Source: an optimization exercise on an open RTL-to-GDS flow (aim: small area, a short achievable clock period and few clock cycles). Production flows keep margins and buffers that such runs may drop. At most, simulation tests tie the RTL to the original design; equivalence was not proved.

// fir_single_chan
module fir_single_chan (
  input clk,
  input rst,
  output logic [15:0] data_addr_rd_o,
  output logic [15:0] data_addr_wr_o,
  input  logic [15:0] data_din_i,
  output logic [15:0] data_dout_o,
  output logic        data_we_o,
  output logic        done_intr
);
Size: about 1,300 cells after synthesis, about 68 I/O pins, about 14,000 um^2 of cells after synthesis.
clock: 5.5 ns
lec_check: 0
cap_margin: 20
core_margin: 2
core_utilization: 40
place_density: 0.6
setup_slack_margin: 3.0
slew_margin: 20
standard.sh (not shown) runs the stock make flow with config.mk's settings and CLKGATE_MAP_FILE= SYNTH_SCRIPT=/design/flow/synth_recipe.tcl, a recipe that flattens the netlist after the stock synthesis.
==> flow/flow/run.sh <==
#!/bin/bash
# Own layout flow: the standard ORFS flow (standard.sh, standard synthesis), with the
# ports buffered by plain buffers instead of the delay cells buffer_ports picks by default,
# and sizing not held to the cells' footprints. Each tool's output goes to a log here.
set -uo pipefail
bash standard.sh \
  'BUFFER_PORTS_ARGS=-buffer_cell sky130_fd_sc_hd__buf_4' \
  MATCH_CELL_FOOTPRINT=0 \
  finish > flow_make.log 2>&1
status=$?
cp -r orfs/logs flow_logs 2>/dev/null || true
exit $status
Testbench counts at the start, summed over its fixed seeds: cycles 262,200.
==> next run, changes <==
--- a/flow/design.v
+++ b/flow/design.v
@@ -4,27 +4,25 @@
   output logic [15:0] data_addr_rd_o,
   output logic [15:0] data_addr_wr_o,
   input  logic [15:0] data_din_i,
   output logic [15:0] data_dout_o,
   output logic        data_we_o,
   output logic        done_intr
 );
-logic [15:0] x0, x1;
-logic [16:0] s0, s1;
+logic [15:0] x1;
+logic [16:0] s0, s1, s2;
 always_ff @(posedge clk) begin
-  x0 <= data_din_i;
-  x1 <= x0;
-  s0 <= {x0[15], x0} + {x1[15], x1};
+  x1 <= data_din_i;
+  s0 <= {data_din_i[15], data_din_i} + {x1[15], x1};
   s1 <= s0;
+  s2 <= s1;
 end
-logic [17:0] p;
 logic [18:0] v[0:4];
 always_ff @(posedge clk) begin
-  p <= {s0[16], s0} + {s1[16], s1};
-  v[0] <= {{2{s0[16]}}, s0} + {p[17], p};
+  v[0] <= {{2{s0[16]}}, s0} + {{2{s1[16]}}, s1} + {{2{s2[16]}}, s2};
   for (int i = 1; i < 5; i++) v[i] <= v[i-1];
 end
 logic [19:0] pa, pb;
 logic [18:0] pc;
 always_ff @(posedge clk) begin
   pa <= {v[0][18], v[0]} + {v[4][18], v[4]};
   pb <= {v[1][18], v[1]} + {v[3][18], v[3]};
@@ -362,15 +360,15 @@
 end
 logic [23:0] sum_a, sum_b, sum;
 assign sum_a = {cs_r202, cs_r200, cs_r198, cs_r196, cs_r194, cs_r192, cs_r190, cs_r188, cs_r186, cs_r184, cs_r182, cs_r180, cs_r178, cs_r176, cs_r174, cs_r172, cs_r170, cs_r168, cs_r166, cs_r164, cs_r162, cs_r160, cs_r158, cs_r157};
 assign sum_b = {cs_r203, cs_r201, cs_r199, cs_r197, cs_r195, cs_r193, cs_r191, cs_r189, cs_r187, cs_r185, cs_r183, cs_r181, cs_r179, cs_r177, cs_r175, cs_r173, cs_r171, cs_r169, cs_r167, cs_r165, cs_r163, cs_r161, cs_r159, 1'b1};
 assign sum = sum_a + sum_b;
 always_ff @(posedge clk) data_dout_o <= sum[23:8];
 logic start;
-assign start = (data_addr_rd_o == 16'd14);
+assign start = (data_addr_rd_o == 16'd13);
 always_ff @(posedge clk) begin
   if (rst) begin
     data_addr_rd_o <= 16'd1;
     data_addr_wr_o <= 16'hffff;
     data_we_o <= 1'b0;
     done_intr <= 1'b0;
   end else begin
After rerunning: Register-to-register slack gets worse by 0.39 ns; wire length fell by 7.8%; utilization went up by 1.4 points; critical path depth rose by 1; global-route usage barely changes.
Only the layout flow was run in the second run of this note; the RTL was not checked for function there.

---

fir_single_chan, a different RTL version from the one above (not shown whole).
Size in the first run: ~1,300 cells after synthesis, ~300 flip-flops, roughly 0.014 mm^2 of cells after synthesis.
==> flow/config.mk <==
export PLATFORM = sky130hd
export DESIGN_NAME = fir_single_chan
export DESIGN_NICKNAME = fir_single_chan
export VERILOG_FILES = /design/flow/design.v
export SDC_FILE = /design/flow/constraint.sdc
export NUM_CORES = 4
export LEC_CHECK = 0
export CAP_MARGIN = 20
export CORE_MARGIN = 2
export CORE_UTILIZATION = 40
export CTS_BUF_LIST = sky130_fd_sc_hd__clkbuf_16
export CTS_CLUSTER_DIAMETER = 100
export CTS_CLUSTER_SIZE = 22
export PLACE_DENSITY = 0.6
export SETUP_SLACK_MARGIN = 3.2
export SLEW_MARGIN = 20
==> flow/constraint.sdc <==
create_clock -name core_clock -period 5.5 [get_ports {clk}]
set_input_delay 1.1000 -clock core_clock [delete_from_list [all_inputs] [get_ports {clk}]]
set_output_delay 1.1000 -clock core_clock [all_outputs]
set_load 0.01 [all_outputs]
Scripts as last shown in full above: flow/flow/run.sh
Rerun with:
--- a/flow/design.v
+++ b/flow/design.v
@@ -1,27 +1,28 @@
 module fir_single_chan (
   input clk,
   input rst,
   output logic [15:0] data_addr_rd_o,
   output logic [15:0] data_addr_wr_o,
   input  logic [15:0] data_din_i,
   output logic [15:0] data_dout_o,
   output logic        data_we_o,
   output logic        done_intr
 );
-logic [15:0] x1;
+logic [15:0] x0, x1;
 logic [16:0] s0, s1;
 always_ff @(posedge clk) begin
-  x1 <= data_din_i;
-  s0 <= {data_din_i[15], data_din_i} + {x1[15], x1};
+  x0 <= data_din_i;
+  x1 <= x0;
+  s0 <= {x0[15], x0} + {x1[15], x1};
   s1 <= s0;
 end
 logic [17:0] p;
 logic [18:0] v[0:4];
 always_ff @(posedge clk) begin
   p <= {s0[16], s0} + {s1[16], s1};
   v[0] <= {{2{s0[16]}}, s0} + {p[17], p};
   for (int i = 1; i < 5; i++) v[i] <= v[i-1];
 end
 logic [19:0] pa, pb;
 logic [18:0] pc;
 always_ff @(posedge clk) begin
@@ -356,31 +357,31 @@
   cs_r199 <= cs_c152;
   cs_r200 <= cs_s155;
   cs_r201 <= cs_c154;
   cs_r202 <= cs_c110;
   cs_r203 <= cs_c156;
 end
 logic [23:0] sum_a, sum_b, sum;
 assign sum_a = {cs_r202, cs_r200, cs_r198, cs_r196, cs_r194, cs_r192, cs_r190, cs_r188, cs_r186, cs_r184, cs_r182, cs_r180, cs_r178, cs_r176, cs_r174, cs_r172, cs_r170, cs_r168, cs_r166, cs_r164, cs_r162, cs_r160, cs_r158, cs_r157};
 assign sum_b = {cs_r203, cs_r201, cs_r199, cs_r197, cs_r195, cs_r193, cs_r191, cs_r189, cs_r187, cs_r185, cs_r183, cs_r181, cs_r179, cs_r177, cs_r175, cs_r173, cs_r171, cs_r169, cs_r167, cs_r165, cs_r163, cs_r161, cs_r159, 1'b1};
 assign sum = sum_a + sum_b;
 always_ff @(posedge clk) data_dout_o <= sum[23:8];
 logic start;
-assign start = (data_addr_rd_o == 16'd13);
+assign start = (data_addr_rd_o[3:0] == 4'd14);
 always_ff @(posedge clk) begin
   if (rst) begin
     data_addr_rd_o <= 16'd1;
-    data_addr_wr_o <= 16'hffff;
+    data_addr_wr_o <= 16'hfff2;
     data_we_o <= 1'b0;
     done_intr <= 1'b0;
   end else begin
     data_addr_rd_o <= data_addr_rd_o + 16'd1;
+    data_addr_wr_o <= data_addr_wr_o + 16'd1;
     if (done_intr) begin
       data_we_o <= 1'b0;
     end else if (data_we_o | start) begin
       data_we_o <= 1'b1;
-      data_addr_wr_o <= data_addr_wr_o + 16'd1;
-      if (data_addr_wr_o == 16'hfffe) done_intr <= 1'b1;
+      if (data_we_o && data_addr_wr_o == 16'hfffe) done_intr <= 1'b1;
     end
   end
 end
 endmodule
Hold slack is better by 0.0065 ns.
Global-route usage stays flat.
Wire length fell slightly.
Sequential share of layout area rose by 1.7 points.
Register-to-register slack is better by 0.13 ns.
Area after synthesis rose slightly.
No functional check of the RTL was part of any run of this note.

-- afterwards: timing with drivers on the ports --
In the flow no input, the clock included, has a driving cell. The finished layouts below were timed again as built, in two steps.
Step 1 sets driving cells, clkbuf_16 on the clock port and buf_2 on the other inputs (assumed; they add their load-dependent delay and slew).
Step 2 moves the port delays by t, midway between the first and last clock arrival at a register: inputs arrive t later, outputs are due t later. That takes back most of the time a late clock gives input paths.
a / b / c = ideal ports / drivers / drivers and shift; a / b = the first two.
run | t, ns | setup slack, ns | worst setup path after step 2 | worst register clock-pin slew, ns | cell pins on the clock port's net
the first run of note 1 | 0.559 | 3.041 / 3.041 / 3.041 | register to register | 0.06 / 0.06 | 1
the second run of note 1 | 0.551 | 2.654 / 2.654 / 2.339 | input to register | 0.06 / 0.06 | 1
the first run of note 2 | 0.544 | 3.042 / 3.042 / 2.537 | input to register | 0.09 / 0.09 | 1
the second run of note 2 | 0.554 | 3.167 / 3.167 / 3.167 | register to register | 0.09 / 0.09 | 1
After both steps setup and hold are still met in every run listed. The setup slack of the first run of note 2, which loses most, moves by 0.000 ns with the drivers and by -0.505 ns with both steps.
